This is an optimization exercise on Yosys and OpenROAD, whose aim is small area, a short achievable clock period and few clock cycles per item, not a production implementation. Where RTL was checked, it was by simulation tests only, not by an equivalence proof against the original.

==> inputs of wip/raven <==
Design f32_mult, start of the top module:
module f32_mult (
  input logic clk, rst_n,
  input logic [31:0] a, b,
  input logic start,
  output logic done,
  output logic [31:0] p
);
==> module f32_mult, before the edit <==
module f32_mult (
  input logic clk, rst_n,
  input logic [31:0] a, b,
  input logic start,
  output logic done,
  output logic [31:0] p
);
function automatic logic [4:0] lzc24(input logic [23:0] x);
  lzc24 = 5'd23;
  for (int i = 0; i < 24; i++)
    if (x[i]) lzc24 = 5'(23 - i);
endfunction
function automatic logic [4:0] tzc24(input logic [23:0] x);
  tzc24 = 5'd23;
  for (int i = 23; i >= 0; i--)
    if (x[i]) tzc24 = 5'(i);
endfunction
logic s_r;
logic a_ez, b_ez, a_fz, b_fz, a_emax, b_emax;
logic a_nan, b_nan, a_inf, b_inf, a_zero, b_zero, a_den, b_den;
assign s_r    = a[31] ^ b[31];
assign a_ez   = (a[30:23] == 8'h00);
assign b_ez   = (b[30:23] == 8'h00);
assign a_fz   = (a[22:0] == 23'h0);
assign b_fz   = (b[22:0] == 23'h0);
assign a_emax = (a[30:23] == 8'hFF);
assign b_emax = (b[30:23] == 8'hFF);
assign a_nan  = a_emax & ~a_fz;
assign b_nan  = b_emax & ~b_fz;
assign a_inf  = a_emax & a_fz;
assign b_inf  = b_emax & b_fz;
assign a_zero = a_ez & a_fz;
assign b_zero = b_ez & b_fz;
assign a_den  = a_ez & ~a_fz;
assign b_den  = b_ez & ~b_fz;
logic [23:0] m_a, m_b;
logic [8:0] x_sum;
assign m_a = {~a_ez, a[22:0]};
assign m_b = {~b_ez, b[22:0]};
assign x_sum = {1'b0, a[30:24], a[23] | a_ez} + {1'b0, b[30:24], b[23] | b_ez};
logic [47:0] prod;
f32_mult_mul24 u_mul (.x(m_a), .y(m_b), .prod(prod));
logic [5:0] lz, tz;             
logic nr;                       
logic [9:0] c_sh;               
logic [5:0] sh;                 
logic [8:0] e_base;
assign lz = {1'b0, lzc24(a_ez ? m_a : m_b)};
assign tz = {1'b0, tzc24(m_a)} + {1'b0, tzc24(m_b)};
assign c_sh = 10'd151 - {1'b0, x_sum};
assign nr = {1'b0, x_sum} >= 10'd128 + {4'b0, lz};
assign e_base = x_sum - 9'd128 - {3'b0, lz};
always_comb begin
  if (nr)
    sh = 6'd23 - lz;
  else if (c_sh[9:6] != 4'd0)
    sh = 6'd63;
  else
    sh = c_sh[5:0];
end
logic [25:0] win;
logic top;
logic [23:0] mant;
logic guard, sticky, round_up;
logic [8:0] e1, e2;
logic [8:0] e_pre;
logic ovf;
logic [30:0] rounded;
logic [3:0] d0, d1, d2;
logic [95:0] v0;
logic [40:0] v1;
logic [28:0] v2;
assign d0 = 4'b1 << sh[1:0];
assign d1 = 4'b1 << sh[3:2];
assign d2 = 4'b1 << sh[5:4];
assign v0 = {47'b0, prod, 1'b0};
always_comb begin
  for (int i = 0; i < 41; i++)
    v1[i] = (d2[0] & v0[i]) | (d2[1] & v0[i + 16]) | (d2[2] & v0[i + 32]) | (d2[3] & v0[i + 48]);
  for (int i = 0; i < 29; i++)
    v2[i] = (d1[0] & v1[i]) | (d1[1] & v1[i + 4]) | (d1[2] & v1[i + 8]) | (d1[3] & v1[i + 12]);
  for (int i = 0; i < 26; i++)
    win[i] = (d0[0] & v2[i]) | (d0[1] & v2[i + 1]) | (d0[2] & v2[i + 2]) | (d0[3] & v2[i + 3]);
end
assign top = win[25];
assign e1 = e_base + 9'd1;
assign e2 = e_base + 9'd2;
always_comb begin
  if (top) begin
    mant = win[25:2];
    guard = win[1];
    sticky = {1'b0, tz} < {1'b0, sh};
  end else begin
    mant = win[24:1];
    guard = win[0];
    sticky = {1'b0, tz} + 7'd1 < {1'b0, sh};
  end
  if (!nr)
    e_pre = {8'b0, mant[23]};
  else if (top)
    e_pre = e2;
  else
    e_pre = e1;
  ovf = nr & (e_pre >= 9'd255);
  round_up = guard & (sticky | mant[0]);
  rounded = {e_pre[7:0], mant[22:0]} + {30'h0, round_up};
end
logic [31:0] result;
always_comb begin
  if (a_nan)
    result = {s_r, 8'hFF, 1'b1, a[21:0]};
  else if (b_nan)
    result = {s_r, 8'hFF, 1'b1, b[21:0]};
  else if ((a_inf | b_inf) & (a_zero | b_zero))
    result = {s_r, 8'hFF, 1'b1, 22'h0};
  else if (a_inf | b_inf)
    result = {s_r, 8'hFF, 23'h0};
  else if (a_zero | b_zero | (a_den & b_den))
    result = {s_r, 31'h0};
  else if (ovf)
    result = {s_r, 8'hFF, 23'h0};
  else
    result = {s_r, rounded};
end
always_ff @(posedge clk)
  p <= result;
always_ff @(posedge clk or negedge rst_n)
  if (!rst_n)
    done <= 1'b0;
  else
    done <= start;
endmodule
==> flow/config.mk <==
export PLATFORM = sky130hd
export DESIGN_NAME = f32_mult
export DESIGN_NICKNAME = f32_mult
export VERILOG_FILES = /design/flow/design.v
export SDC_FILE = /design/flow/constraint.sdc
export NUM_CORES = 4
export LEC_CHECK = 0
export ABC_AREA = 1
export CAP_MARGIN = 20
export CORE_MARGIN = 2
export CORE_UTILIZATION = 40
export PLACE_DENSITY = 0.75
export SETUP_SLACK_MARGIN = 1.2
export SLEW_MARGIN = 20
export SYNTH_HIERARCHICAL = 1
export SYNTH_MINIMUM_KEEP_SIZE = 0
==> flow/constraint.sdc <==
create_clock -name core_clock -period 12.0 [get_ports {clk}]
set_input_delay 2.4000 -clock core_clock [delete_from_list [all_inputs] [get_ports {clk}]]
set_output_delay 2.4000 -clock core_clock [all_outputs]
set_load 0.01 [all_outputs]
standard.sh (not shown) runs the stock make flow with config.mk's settings and CLKGATE_MAP_FILE= SYNTH_SCRIPT=/design/flow/synth_recipe.tcl, a recipe that flattens the netlist after the stock synthesis.
==> flow/flow/run.sh <==
#!/bin/bash
# The standard layout, with the input/output port buffers made from plain
# buf cells (buffer_ports otherwise picks a slow delay cell for them).
set -euo pipefail
bash standard.sh "BUFFER_PORTS_ARGS=-buffer_cell sky130_fd_sc_hd__buf_4" finish > standard_flow.log 2>&1
==> wip/amber: changes against wip/raven <==
--- a/flow/design.v
+++ b/flow/design.v
@@ -47,3 +47,3 @@
 logic [8:0] e_base;
-assign lz = {1'b0, lzc24(a_ez ? m_a : m_b)};
+assign lz = {1'b0, lzc24(m_a)} + {1'b0, lzc24(m_b)};
 assign tz = {1'b0, tzc24(m_a)} + {1'b0, tzc24(m_b)};
@@ -68,18 +68,3 @@
 logic [30:0] rounded;
-logic [3:0] d0, d1, d2;
-logic [95:0] v0;
-logic [40:0] v1;
-logic [28:0] v2;
-assign d0 = 4'b1 << sh[1:0];
-assign d1 = 4'b1 << sh[3:2];
-assign d2 = 4'b1 << sh[5:4];
-assign v0 = {47'b0, prod, 1'b0};
-always_comb begin
-  for (int i = 0; i < 41; i++)
-    v1[i] = (d2[0] & v0[i]) | (d2[1] & v0[i + 16]) | (d2[2] & v0[i + 32]) | (d2[3] & v0[i + 48]);
-  for (int i = 0; i < 29; i++)
-    v2[i] = (d1[0] & v1[i]) | (d1[1] & v1[i + 4]) | (d1[2] & v1[i + 8]) | (d1[3] & v1[i + 12]);
-  for (int i = 0; i < 26; i++)
-    win[i] = (d0[0] & v2[i]) | (d0[1] & v2[i + 1]) | (d0[2] & v2[i + 2]) | (d0[3] & v2[i + 3]);
-end
+assign win = 26'({prod, 1'b0} >> sh);
 assign top = win[25];
==> flow/run.sh (new file) <==
#!/bin/bash
# synth_recipe.tcl (not shown) runs the flow's synth.tcl, then flattens the netlist and writes it again
# the make line also repeats each setting of config.mk as NAME=value (left out here)
make -C /OpenROAD-flow-scripts/flow DESIGN_CONFIG=/design/flow/config.mk WORK_HOME=/design/flow/orfs CLKGATE_MAP_FILE= SYNTH_SCRIPT=/design/flow/synth_recipe.tcl finish
--- a/flow/config.mk
+++ b/flow/config.mk
@@ -11,4 +11,3 @@
 export CORE_UTILIZATION = 40
-export PLACE_DENSITY = 0.75
-export SETUP_SLACK_MARGIN = 1.2
+export SETUP_SLACK_MARGIN = 2.2
 export SLEW_MARGIN = 20
removed: flow/flow/run.sh
removed: flow/standard.sh
==> wip/tundra: changes against wip/raven <==
--- a/flow/design.v
+++ b/flow/design.v
@@ -68,18 +68,3 @@
 logic [30:0] rounded;
-logic [3:0] d0, d1, d2;
-logic [95:0] v0;
-logic [40:0] v1;
-logic [28:0] v2;
-assign d0 = 4'b1 << sh[1:0];
-assign d1 = 4'b1 << sh[3:2];
-assign d2 = 4'b1 << sh[5:4];
-assign v0 = {47'b0, prod, 1'b0};
-always_comb begin
-  for (int i = 0; i < 41; i++)
-    v1[i] = (d2[0] & v0[i]) | (d2[1] & v0[i + 16]) | (d2[2] & v0[i + 32]) | (d2[3] & v0[i + 48]);
-  for (int i = 0; i < 29; i++)
-    v2[i] = (d1[0] & v1[i]) | (d1[1] & v1[i + 4]) | (d1[2] & v1[i + 8]) | (d1[3] & v1[i + 12]);
-  for (int i = 0; i < 26; i++)
-    win[i] = (d0[0] & v2[i]) | (d0[1] & v2[i + 1]) | (d0[2] & v2[i + 2]) | (d0[3] & v2[i + 3]);
-end
+assign win = 26'({prod, 1'b0} >> sh);
 assign top = win[25];
==> flow/run.sh (new file) <==
#!/bin/bash
# synth_recipe.tcl (not shown) runs the flow's synth.tcl, then flattens the netlist and writes it again
# the make line also repeats each setting of config.mk as NAME=value (left out here)
make -C /OpenROAD-flow-scripts/flow DESIGN_CONFIG=/design/flow/config.mk WORK_HOME=/design/flow/orfs CLKGATE_MAP_FILE= SYNTH_SCRIPT=/design/flow/synth_recipe.tcl finish
--- a/flow/config.mk
+++ b/flow/config.mk
@@ -10,5 +10,4 @@
 export CORE_MARGIN = 2
-export CORE_UTILIZATION = 40
-export PLACE_DENSITY = 0.75
-export SETUP_SLACK_MARGIN = 1.2
+export CORE_UTILIZATION = 60
+export SETUP_SLACK_MARGIN = 1.5
 export SLEW_MARGIN = 20
removed: flow/flow/run.sh
removed: flow/standard.sh
==> comparison table <==
|  | wip/tundra | wip/raven | wip/amber |
|---|---|---|---|
| Status | no timing/DRC/antenna violations | no timing/DRC/antenna violations | no timing/DRC/antenna violations |
| Nets in the synthesized netlist | 4018 | 3982 | 4145 |
| Synth Area in Compound Gates | 0.1507 | 0.1531 | 0.1431 |
| Slowest cell on crit path | sky130_fd_sc_hd__fa_1 | sky130_fd_sc_hd__fa_1 | sky130_fd_sc_hd__fa_2 |
| Final design area excluding fillers | 0.02666 sq mm | 0.02505 sq mm | 0.03100 sq mm |
| Max-slew headroom | 0.3648 | 0.2926 | 0.4139 |
| Final Cycle Share | 0.8738 | 0.8779 | 0.8186 |
| Vias in the first global route | 26800 | 23530 | 26350 |
| Routed WL per cell | 24.91 um | 21.39 um | 23.53 um |
| Unrepaired setup endpoints after global routing | no | yes | yes |
| Buffers excl. clock | 290 | 180 | 432 |
| Global routing usage on met1 | 0.5955 | 0.3938 | 0.4610 |
Testbench counts of wip/amber, summed over its fixed seeds: cycles 12,000, ops 12,000.
Testbench counts of wip/tundra, summed over its fixed seeds: cycles 12,000, ops 12,000.
For wip/raven, only the layout was checked, not whether the RTL still works.

========
==> inputs of run a <==
Another version of the RTL of f32_mult (not shown whole).
export LEC_CHECK = 0
export ABC_AREA = 1
export CAP_MARGIN = 20
export CORE_MARGIN = 2
export CORE_UTILIZATION = 40
export PLACE_DENSITY = 0.75
export SETUP_SLACK_MARGIN = 4.8
export SLEW_MARGIN = 20
export SYNTH_HIERARCHICAL = 1
export SYNTH_MINIMUM_KEEP_SIZE = 0
create_clock -name core_clock -period 12.0 [get_ports {clk}]
==> flow/flow/run.sh <==
#!/bin/bash
# The standard layout, with the input/output port buffers made from plain
# buf cells (buffer_ports otherwise picks a slow delay cell for them).
set -euo pipefail
bash standard.sh "BUFFER_PORTS_ARGS=-buffer_cell sky130_fd_sc_hd__buf_4" finish > standard_flow.log 2>&1
==> inputs of run b, as changes to run a <==
--- a/flow/config.mk
+++ b/flow/config.mk
@@ -12,3 +12,3 @@
 export PLACE_DENSITY = 0.75
-export SETUP_SLACK_MARGIN = 4.8
+export SETUP_SLACK_MARGIN = 4.4
 export SLEW_MARGIN = 20
==> run notes <==
Run a finished clean. Run b completed with no timing, DRC or antenna violations. Against run b, the fmax of run a is larger by 0.61%. In synthesized area, run a and run b do not differ. In run b the global-route usage is lower than in run a, by 0.12 points. Against run a, the utilization of run b is lower by 0.57 points. Against run b, the first-iteration DRC count of run a is larger by 6.7%. Against run a, the via count of run b is lower by 1.4%. In run b the non-clock buffer count is lower than in run a, by 24.
Testbench counts of run a, summed over its fixed seeds: cycles 12,000, ops 12,000.
Testbench counts of run b, summed over its fixed seeds: cycles 12,000, ops 12,000.

========
==> inputs of v24 <==
f32_mult, a different RTL version from the one above (not shown whole).
Settings: LEC_CHECK=0, ABC_AREA=1, CAP_MARGIN=20, CORE_MARGIN=2, CORE_UTILIZATION=40, PLACE_DENSITY=0.75, SETUP_SLACK_MARGIN=5.0, SLEW_MARGIN=20, SYNTH_HIERARCHICAL=1, SYNTH_MINIMUM_KEEP_SIZE=0; clock period 12.0 ns.
Scripts as last shown in full above: flow/flow/run.sh
==> v9: changes against v24 <==
--- a/flow/design.v
+++ b/flow/design.v
@@ -828,61 +828,70 @@
   assign hs39 = ~hc36;
   assign hc39 = hc36;
   assign rx = {fc256, fc255, fc254, fc253, fc252, fc251, fc250, fc249, fc248, fc247, fc246, fc245, fc244, fc243, fc242, fc241, fc240, fc239, fc238, fc237, fc236, fc235, fc234, fc233, fc232, fc231, fc230, fc229, fc228, fc227, fc226, fc225, fc224, fc223, fc222, fc221, fc220, fc219, fc218, fc217, fc216, fc215, fc214, hc38, hc37, hs37, bp_0_1, bn0};
   assign ry = {hs39, fs256, fs255, fs254, fs253, fs252, fs251, fs250, fs249, fs248, fs247, fs246, fs245, fs244, fs243, fs242, fs241, fs240, fs239, fs238, fs237, fs236, fs235, fs234, fs233, fs232, fs231, fs230, fs229, fs228, fs227, fs226, fs225, fs224, fs223, fs222, fs221, fs220, fs219, fs218, fs217, fs216, fs215, fs214, hs38, bp_1_0, 1'b0, bp_0_0};
 logic [4:0] lz;
 logic [5:0] tz;
 assign lz = lzc24(a_ez ? m_a : m_b);
 assign tz = {1'b0, tzc24(m_a)} + {1'b0, tzc24(m_b)};
+logic nr;                       
+logic [9:0] c_sh;               
+logic [5:0] sh;                 
+logic [8:0] e_base;
+assign c_sh = 10'd151 - {1'b0, x_sum};
+assign nr = {1'b0, x_sum} >= 10'd128 + {5'b0, lz};
+assign e_base = x_sum - 9'd128 - {4'b0, lz};
+always_comb begin
+  if (nr)
+    sh = 6'd23 - {1'b0, lz};
+  else if (c_sh[9:6] != 4'd0)
+    sh = 6'd63;
+  else
+    sh = c_sh[5:0];
+end
+logic [3:0] d0, d1, d2;
+assign d0 = 4'b1 << sh[1:0];
+assign d1 = 4'b1 << sh[3:2];
+assign d2 = 4'b1 << sh[5:4];
 logic [47:0] gr, pr;
 assign gr = rx & ry;
 assign pr = rx ^ ry;
 logic sp_nan, sp_inf, sp_zero;
 logic [21:0] sp_pay;
 assign sp_nan  = a_nan | b_nan | ((a_inf | b_inf) & (a_zero | b_zero));
 assign sp_pay  = a_nan ? a[21:0] : b_nan ? b[21:0] : 22'h0;
 assign sp_inf  = a_inf | b_inf;
 assign sp_zero = a_zero | b_zero | (a_den & b_den);
 logic [47:0] g_q, p_q;
-logic [8:0] x_sum_q;
-logic [4:0] lz_q;
-logic [5:0] tz_q;
+logic [5:0] sh_q, tz_q;
+logic [3:0] d0_q, d1_q, d2_q;
+logic [8:0] e_base_q;
+logic nr_q;
 logic s_q, sp_nan_q, sp_inf_q, sp_zero_q;
 logic [21:0] sp_pay_q;
 always_ff @(posedge clk) begin
   g_q <= gr;
   p_q <= pr;
-  x_sum_q <= x_sum;
-  lz_q <= lz;
+  sh_q <= sh;
+  d0_q <= d0;
+  d1_q <= d1;
+  d2_q <= d2;
+  e_base_q <= e_base;
+  nr_q <= nr;
   tz_q <= tz;
   s_q <= s_r;
   sp_nan_q <= sp_nan;
   sp_inf_q <= sp_inf;
   sp_zero_q <= sp_zero;
   sp_pay_q <= sp_pay;
 end
-logic nr;                       
-logic [9:0] c_sh;               
-logic [5:0] sh;                 
-logic [8:0] e_base;
-assign c_sh = 10'd151 - {1'b0, x_sum_q};
-assign nr = {1'b0, x_sum_q} >= 10'd128 + {5'b0, lz_q};
-assign e_base = x_sum_q - 9'd128 - {4'b0, lz_q};
-always_comb begin
-  if (nr)
-    sh = 6'd23 - {1'b0, lz_q};
-  else if (c_sh[9:6] != 4'd0)
-    sh = 6'd63;
-  else
-    sh = c_sh[5:0];
-end
 logic st0, st1;
-assign st1 = {1'b0, tz_q} < {1'b0, sh};
-assign st0 = {1'b0, tz_q} + 7'd1 < {1'b0, sh};
+assign st1 = {1'b0, tz_q} < {1'b0, sh_q};
+assign st0 = {1'b0, tz_q} + 7'd1 < {1'b0, sh_q};
 logic [47:0] prod;
   logic [48:0] sum;
   logic [48:0] g0, p0;
   assign g0 = {g_q, 1'b0};
   assign p0 = {p_q, 1'b0};
   logic cg0, cp0;
   assign cg0 = g0[1] | (p0[1] & g0[0]);
   assign cp0 = p0[1] & p0[0];
@@ -1373,58 +1382,54 @@
 logic [23:0] mant;
 logic guard, sticky, round_up;
 logic [8:0] e1, e2;
 logic [8:0] e_pre;
 logic ovf;
 logic [30:0] rounded;
 logic [22:0] ones;
 logic [8:0] e_pre1;
-logic [3:0] d0, d1, d2;
 logic [95:0] v0;
 logic [40:0] v1;
 logic [28:0] v2;
-assign d0 = 4'b1 << sh[1:0];
-assign d1 = 4'b1 << sh[3:2];
-assign d2 = 4'b1 << sh[5:4];
 assign v0 = {47'b0, prod, 1'b0};
 always_comb begin
   for (int i = 0; i < 41; i++)
-    v1[i] = (d2[0] & v0[i]) | (d2[1] & v0[i + 16]) | (d2[2] & v0[i + 32]) | (d2[3] & v0[i + 48]);
+    v1[i] = (d2_q[0] & v0[i]) | (d2_q[1] & v0[i + 16]) | (d2_q[2] & v0[i + 32]) | (d2_q[3] & v0[i + 48]);
   for (int i = 0; i < 29; i++)
-    v2[i] = (d1[0] & v1[i]) | (d1[1] & v1[i + 4]) | (d1[2] & v1[i + 8]) | (d1[3] & v1[i + 12]);
+    v2[i] = (d1_q[0] & v1[i]) | (d1_q[1] & v1[i + 4]) | (d1_q[2] & v1[i + 8]) | (d1_q[3] & v1[i + 12]);
   for (int i = 0; i < 26; i++)
-    win[i] = (d0[0] & v2[i]) | (d0[1] & v2[i + 1]) | (d0[2] & v2[i + 2]) | (d0[3] & v2[i + 3]);
+    win[i] = (d0_q[0] & v2[i]) | (d0_q[1] & v2[i + 1]) | (d0_q[2] & v2[i + 2]) | (d0_q[3] & v2[i + 3]);
 end
 assign top = win[25];
-assign e1 = e_base + 9'd1;
-assign e2 = e_base + 9'd2;
+assign e1 = e_base_q + 9'd1;
+assign e2 = e_base_q + 9'd2;
 always_comb begin
   if (top) begin
     mant = win[25:2];
     guard = win[1];
     sticky = st1;
   end else begin
     mant = win[24:1];
     guard = win[0];
     sticky = st0;
   end
-  if (!nr)
+  if (!nr_q)
     e_pre1 = {8'b0, mant[23]} + 9'd1;
   else if (top)
     e_pre1 = e2 + 9'd1;
   else
     e_pre1 = e1 + 9'd1;
-  if (!nr)
+  if (!nr_q)
     e_pre = {8'b0, mant[23]};
   else if (top)
     e_pre = e2;
   else
     e_pre = e1;
-  ovf = nr & (e_pre >= 9'd255);
+  ovf = nr_q & (e_pre >= 9'd255);
 end
 logic [22:0] po [0:5];
 always_comb begin
   po[0] = mant[22:0];
   for (int l = 0; l < 5; l++)
     for (int i = 0; i < 23; i++)
       if ((i >> l) & 1)
         po[l + 1][i] = po[l][i] & po[l][((i >> l) << l) - 1];
Settings changed: SETUP_SLACK_MARGIN 5.0 to 4.0.
==> v5: changes against v24 <==
Settings changed: SETUP_SLACK_MARGIN 5.0 to 4.6.
==> comparison <==
v5 completed with no timing, DRC or antenna violations. v9 produced a clean layout. v24 produced a clean layout. Hold slack: v5 > v24 > v9. The highest sequential share of layout area belongs to v9, the lowest to v24. In v9 the wire length is smaller than in v5, by 1.5%. In v24 the setup slack is better than in v9, by 240 ps. Cell count, lowest first: v9, v5, v24. Between v24 and v9, the lower area after synthesis is in v24 (gap about 0.75%, measured against v9). In sequential cell count, v5 and v24 do not differ. Of v24 and v9, v24 has the higher cell area (gap about 8%, measured against v9).
Testbench counts of v9, summed over its fixed seeds: cycles 12,000, ops 12,000.
For v24 and v5, only the layout was checked, not whether the RTL still works.

[port drivers added, routing unchanged]
How much do the figures lean on ideal ports? The routed layouts below were timed once more, with nothing changed but the port constraints. Step 1: set_driving_cell puts a clkbuf_16 on clk and a buf_2 on each other input, an assumption about the parent block. Step 2 also shifts input and output timing later by t, the mid clock arrival at the registers, as if the neighbouring blocks saw the same clock. a / b / c = ideal / step 1 / step 2; a / b = the first two.
| run | t, ns | slack for setup (ns) | pins driven straight from the clock port |
|---|---|---|---|
| wip/raven | 0.322 | 1.465 / 1.451 / 1.129 | 1 |
| wip/amber | 0.319 | 2.176 / 2.182 / 1.863 | 1 |
| wip/tundra | 0.337 | 1.515 / 1.533 / 1.196 | 1 |
| run a | 0.492 | 4.846 / 4.879 / 4.387 | 1 |
| run b | 0.492 | 4.803 / 4.746 / 4.534 | 1 |
| v24 | 0.494 | 4.654 / 4.597 / 4.609 | 1 |
| v9 | 0.505 | 4.409 / 4.347 / 4.090 | 1 |
| v5 | 0.489 | 4.669 / 4.611 / 4.283 | 1 |
After both steps every run listed still meets setup and hold. For run a, which loses most, drivers alone change the setup slack by +0.033 ns; drivers and shift together by -0.459 ns.
